What follows belongs to an exercise in optimizing a design on an open flow for small area; a production flow would make more cautious choices.
Only simulation tests tie the RTL to the original design; equivalence was not proved.
Power figures rest on the tool's default switching activity, not on a simulated workload.

// HART_DISPLAY
module	HART_DISPLAY	(
					input	logic	clk,
					input	logic	resetN,
					input	logic	[10:0] pixelX,
					input	logic	[10:0] pixelY,
					input	logic	[10:0] topLeftX,
					input	logic	[10:0] topLeftY,
					input	logic	coin_collision,
					input	logic	star,
					output	logic	[7:0] hartRGB,
					output	logic	HartDrawingRequest,
					output	logic	coin_collect
);
logic	[8:0] offsetX;
logic	[8:0] offsetY;
logic	boxHartDrawingRequest;
logic	rand_bit;
square_object #(
	.OBJECT_WIDTH_X(512),
	.OBJECT_HEIGHT_Y(416)
) inst11 (
	.clk(clk),
	.resetN(resetN),
	.pixelX(pixelX),
	.pixelY(pixelY),
	.topLeftX(topLeftX),
	.topLeftY(topLeftY),
	.offsetX(offsetX),
	.offsetY(offsetY),
	.drawingRequest(boxHartDrawingRequest)
);
random #(
	.SIZE_BITS(1),
	.MIN_VAL(0),
	.MAX_VAL(1)
) inst1 (
	.clk(clk),
	.resetN(resetN),
	.rise(star),
	.dout(rand_bit)
);
GridMatrixBitMap inst (
	.clk(clk),
	.resetN(resetN),
	.row(offsetY[8:5]),
	.col(offsetX[8:5]),
	.px(offsetX[4:0]),
	.py(offsetY[4:0]),
	.in_box(boxHartDrawingRequest),
	.random(rand_bit),
	.coin_collision(coin_collision),
	.drawingRequest(HartDrawingRequest),
	.RGBout(hartRGB),
	.coin_collect(coin_collect)
);
endmodule
Size in the first run: roughly 1400 cells after synthesis, about 58 I/O pins, about 11000 um2 of cells after synthesis.
clock: 10.0 ns
lec_check: 0
cap_margin: 20
core_margin: 2
core_utilization: 40
slew_margin: 20
synth_memory_max_bits: 16384
standard.sh (not shown) runs the stock make flow with config.mk's settings and CLKGATE_MAP_FILE= SYNTH_SCRIPT=/design/flow/synth_recipe.tcl, a recipe that flattens the netlist after the stock synthesis.
==> flow/flow/run.sh <==
#!/bin/bash
# Standard layout, with each tool's output kept in a log here.
bash standard.sh > standard.log 2>&1
Change:
==> flow/run.sh (new file) <==
#!/bin/bash
# synth_recipe.tcl (not shown) runs the flow's synth.tcl, then flattens the netlist and writes it again
# the make line also repeats each setting of config.mk as NAME=value (left out here)
make -C /OpenROAD-flow-scripts/flow DESIGN_CONFIG=/design/flow/config.mk WORK_HOME=/design/flow/orfs CLKGATE_MAP_FILE= SYNTH_SCRIPT=/design/flow/synth_recipe.tcl finish
removed: flow/flow/run.sh
removed: flow/standard.sh
After rerunning: Clock skew is unchanged; cell count does not change; power is unchanged; count of clock-buffer cells in the layout stays the same; setup slack stays the same; clock power barely changes.

========
Another version of the RTL of HART_DISPLAY (not shown whole).
Size: roughly 940 cells after synthesis, roughly 190 flip-flops.
==> flow/config.mk <==
export PLATFORM = sky130hd
export DESIGN_NAME = HART_DISPLAY
export DESIGN_NICKNAME = HART_DISPLAY
export VERILOG_FILES = /design/flow/design.v
export SDC_FILE = /design/flow/constraint.sdc
export NUM_CORES = 4
export LEC_CHECK = 0
export CAP_MARGIN = 20
export CORE_MARGIN = 2
export CORE_UTILIZATION = 40
export CTS_BUF_LIST = sky130_fd_sc_hd__clkbuf_16
export CTS_CLUSTER_SIZE = 30
export SLEW_MARGIN = 20
==> flow/constraint.sdc <==
create_clock -name core_clock -period 10.0 [get_ports {clk}]
set_input_delay 2.0000 -clock core_clock [delete_from_list [all_inputs] [get_ports {clk}]]
set_output_delay 2.0000 -clock core_clock [all_outputs]
set_load 0.01 [all_outputs]
==> flow/flow/run.sh <==
#!/bin/bash
# Layout flow: the standard ORFS flow, except that
#  - synthesis maps the logic with an area-oriented abc script (flow/abc_area.script)
#    instead of ORFS's delay-oriented one; everything else in synthesis (the
#    registers, their names and cells) is the standard synthesis;
#  - port buffers are buf_1 cells.
# Each step's output goes to a log file here (and ORFS's own logs under orfs/logs).
set -euo pipefail
W=$(pwd)
ABC_SCRIPT=$W/flow/abc_area.script

# synthesis script: synth_recipe.tcl, sourcing a copy of ORFS's synth.tcl whose
# abc call uses our script (abc_args starts with "-script <ORFS script>")
sed 's|log_cmd abc {\*}$abc_args|log_cmd abc -script '"$ABC_SCRIPT"' {*}[lrange $abc_args 2 end]|' \
  "$FLOW_HOME/scripts/synth.tcl" > "$W/synth_area.tcl"
grep -q "abc -script $ABC_SCRIPT" "$W/synth_area.tcl"
sed 's|\$::env(SCRIPTS_DIR)/synth.tcl|'"$W"'/synth_area.tcl|' synth_recipe.tcl > "$W/flow_synth.tcl"
grep -q "$W/synth_area.tcl" "$W/flow_synth.tcl"

bash standard.sh SYNTH_SCRIPT="$W/flow_synth.tcl" synth > "$W/synth.log" 2>&1
bash standard.sh BUFFER_PORTS_ARGS="-buffer_cell sky130_fd_sc_hd__buf_1" finish > "$W/layout.log" 2>&1
==> flow/flow/abc_area.script <==
strash
dch
amap
topo
==> next run, changes <==
CTS_BUF_LIST = not set   (was sky130_fd_sc_hd__clkbuf_16)
CTS_CLUSTER_SIZE = not set   (was 30)
Result: Design area does not change; register-to-register slack stays flat; worst hold slack does not change; count of clock-buffer cells in the layout is unchanged.

========
HART_DISPLAY, a different RTL version from the one above (not shown whole).
Size: about 940 cells after synthesis, ~190 flip-flops, ~58 I/O pins, ~8300 sq um of cells after synthesis.
==> flow/config.mk <==
export PLATFORM = sky130hd
export DESIGN_NAME = HART_DISPLAY
export DESIGN_NICKNAME = HART_DISPLAY
export VERILOG_FILES = /design/flow/design.v
export SDC_FILE = /design/flow/constraint.sdc
export NUM_CORES = 4
export LEC_CHECK = 0
export CAP_MARGIN = 0
export CORE_MARGIN = 2
export CORE_UTILIZATION = 40
export SLEW_MARGIN = 0
==> flow/constraint.sdc <==
create_clock -name core_clock -period 10.0 [get_ports {clk}]
set_input_delay 2.0000 -clock core_clock [delete_from_list [all_inputs] [get_ports {clk}]]
set_output_delay 2.0000 -clock core_clock [all_outputs]
set_load 0.01 [all_outputs]
==> flow/flow/run.sh <==
#!/bin/bash
# Layout flow: the standard ORFS flow, except that
#  - synthesis maps the logic with an area-oriented abc script (flow/abc_area.script)
#    instead of ORFS's delay-oriented one, and no adder cells (ADDER_MAP_FILE=);
#    everything else in synthesis (the
#    registers, their names and cells) is the standard synthesis;
#  - port buffers are buf_1 cells;
#  - clock tree synthesis uses clkbuf_8 and adds no dummy loads.
# Each step's output goes to a log file here (and ORFS's own logs under orfs/logs).
set -euo pipefail
W=$(pwd)
ABC_SCRIPT=$W/flow/abc_area.script

# synthesis script: synth_recipe.tcl, sourcing a copy of ORFS's synth.tcl whose
# abc call uses our script (abc_args starts with "-script <ORFS script>")
sed 's|log_cmd abc {\*}$abc_args|log_cmd abc -script '"$ABC_SCRIPT"' {*}[lrange $abc_args 2 end]|' \
  "$FLOW_HOME/scripts/synth.tcl" > "$W/synth_area.tcl"
grep -q "abc -script $ABC_SCRIPT" "$W/synth_area.tcl"
sed 's|\$::env(SCRIPTS_DIR)/synth.tcl|'"$W"'/synth_area.tcl|' synth_recipe.tcl > "$W/flow_synth.tcl"
grep -q "$W/synth_area.tcl" "$W/flow_synth.tcl"

bash standard.sh SYNTH_SCRIPT="$W/flow_synth.tcl" ADDER_MAP_FILE= synth > "$W/synth.log" 2>&1
bash standard.sh BUFFER_PORTS_ARGS="-buffer_cell sky130_fd_sc_hd__buf_1" \
  CTS_ARGS="-sink_clustering_enable -repair_clock_nets -buf_list sky130_fd_sc_hd__clkbuf_8 -dont_use_dummy_load" \
  finish > "$W/layout.log" 2>&1
==> flow/flow/abc_area.script <==
strash
&get -n
&deepsyn -T 120
&put
dch
amap
topo
The baseline completed without violations.
Then changed:
- CAP_MARGIN: 0 -> 20
- CORE_UTILIZATION: 40 -> 60
- SLEW_MARGIN: 0 -> 20
After rerunning: Design area falls by 1.2%; wire length rises by 4.4%; sequential cell count does not change; core utilization rises by 23 points; power rises by 0.40%; die area falls by 33%; setup slack degrades by 19 ps; first-iteration DRC count rises by 98%.
Then changed:
- CORE_UTILIZATION: 60 -> 40
- CTS_BUF_LIST: unset -> sky130_fd_sc_hd__clkbuf_8
What happened: The changed run passed the timing, design-rule and antenna checks; total power goes down by 0.40%; area after synthesis stays the same; via count is lower by 6.2%; worst hold slack gets better by 4.7 ps; non-clock buffer count decreases by 1; final area rises by 1.2%; first-iteration DRC count decreases by 49%.
Then changed:
--- a/flow/flow/run.sh
+++ b/flow/flow/run.sh
@@ -3,7 +3,5 @@
 #  - synthesis maps the logic with an area-oriented abc script (flow/abc_area.script)
-#    instead of ORFS's delay-oriented one, and no adder cells (ADDER_MAP_FILE=);
-#    everything else in synthesis (the
+#    instead of ORFS's delay-oriented one; everything else in synthesis (the
 #    registers, their names and cells) is the standard synthesis;
-#  - port buffers are buf_1 cells;
-#  - clock tree synthesis uses clkbuf_8 and adds no dummy loads.
+#  - port buffers are buf_1 cells.
 # Each step's output goes to a log file here (and ORFS's own logs under orfs/logs).
@@ -22,4 +20,2 @@
 bash standard.sh SYNTH_SCRIPT="$W/flow_synth.tcl" ADDER_MAP_FILE= synth > "$W/synth.log" 2>&1
-bash standard.sh BUFFER_PORTS_ARGS="-buffer_cell sky130_fd_sc_hd__buf_1" \
-  CTS_ARGS="-sink_clustering_enable -repair_clock_nets -buf_list sky130_fd_sc_hd__clkbuf_8 -dont_use_dummy_load" \
-  finish > "$W/layout.log" 2>&1
+bash standard.sh BUFFER_PORTS_ARGS="-buffer_cell sky130_fd_sc_hd__buf_1" finish > "$W/layout.log" 2>&1
==> flow/flow/abc_area.script (replaced) <==
strash
dch
amap
topo
The changed run completed without violations.
Clock-buffer cell count does not change.
First-iteration DRC count rose by 5.7%.
Wire length grows by 0.95%.
Register-to-register slack gets worse by 140 ps.
Global-route usage goes down by 0.29 points.
Core utilization came out higher by 0.67 points.
Die area increases by 2.4%.

========
Setup of S:
Starting RTL as in the previous note.
==> flow/config.mk <==
export PLATFORM = sky130hd
export DESIGN_NAME = HART_DISPLAY
export DESIGN_NICKNAME = HART_DISPLAY
export VERILOG_FILES = /design/flow/design.v
export SDC_FILE = /design/flow/constraint.sdc
export NUM_CORES = 4
export LEC_CHECK = 0
export CAP_MARGIN = 20
export CORE_MARGIN = 2
export CORE_UTILIZATION = 75
export SLEW_MARGIN = 20
==> flow/constraint.sdc <==
create_clock -name core_clock -period 10.0 [get_ports {clk}]
set_input_delay 2.0000 -clock core_clock [delete_from_list [all_inputs] [get_ports {clk}]]
set_output_delay 2.0000 -clock core_clock [all_outputs]
set_load 0.01 [all_outputs]
==> flow/flow/run.sh <==
#!/bin/bash
# Layout flow: the standard ORFS flow, except that
#  - synthesis maps the logic with an area-oriented abc script (flow/abc_area.script)
#    instead of ORFS's delay-oriented one, and no adder cells (ADDER_MAP_FILE=);
#    everything else in synthesis (the
#    registers, their names and cells) is the standard synthesis;
#  - port buffers are buf_1 cells;
#  - clock tree synthesis uses clkbuf_8 and adds no dummy loads.
# Each step's output goes to a log file here (and ORFS's own logs under orfs/logs).
set -euo pipefail
W=$(pwd)
ABC_SCRIPT=$W/flow/abc_area.script

# synthesis script: synth_recipe.tcl, sourcing a copy of ORFS's synth.tcl whose
# abc call uses our script (abc_args starts with "-script <ORFS script>")
sed 's|log_cmd abc {\*}$abc_args|log_cmd abc -script '"$ABC_SCRIPT"' {*}[lrange $abc_args 2 end]|' \
  "$FLOW_HOME/scripts/synth.tcl" > "$W/synth_area.tcl"
grep -q "abc -script $ABC_SCRIPT" "$W/synth_area.tcl"
sed 's|\$::env(SCRIPTS_DIR)/synth.tcl|'"$W"'/synth_area.tcl|' synth_recipe.tcl > "$W/flow_synth.tcl"
grep -q "$W/synth_area.tcl" "$W/flow_synth.tcl"

bash standard.sh SYNTH_SCRIPT="$W/flow_synth.tcl" ADDER_MAP_FILE= synth > "$W/synth.log" 2>&1
bash standard.sh BUFFER_PORTS_ARGS="-buffer_cell sky130_fd_sc_hd__buf_1" \
  CTS_ARGS="-sink_clustering_enable -repair_clock_nets -buf_list sky130_fd_sc_hd__clkbuf_8 -dont_use_dummy_load" \
  finish > "$W/layout.log" 2>&1
==> flow/flow/abc_area.script <==
strash
&get -n
&deepsyn -T 120
&put
dch
amap
topo
diff inputs: S => Q
# S
export LEC_CHECK = 0
export CAP_MARGIN = 20
export CORE_MARGIN = 2
export CORE_UTILIZATION = 75
export SLEW_MARGIN = 20
create_clock -name core_clock -period 10.0 [get_ports {clk}]
# Q
export LEC_CHECK = 0
export CAP_MARGIN = 20
export CORE_MARGIN = 2
export CORE_UTILIZATION = 40
export GPL_TIMING_DRIVEN = 0
export SLEW_MARGIN = 20
create_clock -name core_clock -period 10.0 [get_ports {clk}]
==> flow/flow/adders_fa_only.v (new file) <==
// Adder map for synthesis: full adders become sky130 fa_1 cells; half adders
// (an input held at 0) are left as plain gates for abc.
(* techmap_celltype = "$fa" *)
module _tech_fa (A, B, C, X, Y);
  parameter WIDTH = 1;
  (* force_downto *)
    input [WIDTH-1 : 0] A, B, C;
  (* force_downto *)
    output [WIDTH-1 : 0] X, Y;

  parameter _TECHMAP_CONSTVAL_A_ = WIDTH'bx;
  parameter _TECHMAP_CONSTVAL_B_ = WIDTH'bx;
  parameter _TECHMAP_CONSTVAL_C_ = WIDTH'bx;

  genvar i;
  generate for (i = 0; i < WIDTH; i = i + 1) begin
      if (_TECHMAP_CONSTVAL_A_[i] === 1'b0 || _TECHMAP_CONSTVAL_B_[i] === 1'b0 || _TECHMAP_CONSTVAL_C_[i] === 1'b0) begin
        assign Y[i] = A[i] ^ B[i] ^ C[i];
        assign X[i] = (A[i] & B[i]) | (A[i] & C[i]) | (B[i] & C[i]);
      end
      else begin
        sky130_fd_sc_hd__fa_1 fulladder (
            .A(A[i]), .B(B[i]), .CIN(C[i]), .COUT(X[i]), .SUM(Y[i])
          );
      end
    end endgenerate

endmodule
Any difference in sequential-cell power consumption between S and Q is small enough to ignore. Q vs. S: global routing usage summed across all routing layers went down 17 points, placer congestion estimate saw a decrease, clock power share dropped 0.2 points. Looking at type of the worst setup path, the input port to flip-flop result is from Q; the flip-flop to flip-flop one comes from S. met2 as the global-route layer with the greatest usage was reported by S, and met1 by Q.

[port drivers added, routing unchanged]
Ports are ideal in the flow. The routed layouts listed here were re-timed in OpenROAD.
Step 1 assumes that a clkbuf_16 drives the clock port and a buf_2 every other input.
Step 2 moves the port delays by t, midway between the first and last clock arrival at a register: inputs arrive t later, outputs are due t later. That takes back most of the time a late clock gives input paths.
a / b / c = ideal / step 1 / step 2; a / b = the first two.
run	t (ns)	setup WS [ns]	worst register clock-pin slew, ns
the first run of note 1	0.476	4.542 / 4.566 / 4.090	0.08 / 0.08
the second run of note 1	0.476	4.542 / 4.566 / 4.090	0.08 / 0.08
the first run of note 2	0.476	3.322 / 3.347 / 2.871	0.08 / 0.08
the second run of note 2	0.476	3.322 / 3.347 / 2.871	0.08 / 0.08
the first run of note 3	0.472	4.142 / 4.142 / 3.772	0.10 / 0.10
the second run of note 3	0.486	4.123 / 4.123 / 3.816	0.09 / 0.09
the third run of note 3	0.472	4.142 / 4.142 / 3.790	0.10 / 0.10
the fourth run of note 3	0.506	3.988 / 3.997 / 3.499	0.11 / 0.11
S	0.493	3.798 / 3.798 / 3.603	0.10 / 0.10
Q	0.483	3.857 / 3.873 / 3.390	0.11 / 0.11
After both steps setup and hold are still met in every run listed. The setup slack of the fourth run of note 3, which loses most, moves by +0.009 ns with the drivers and by -0.489 ns with both steps.
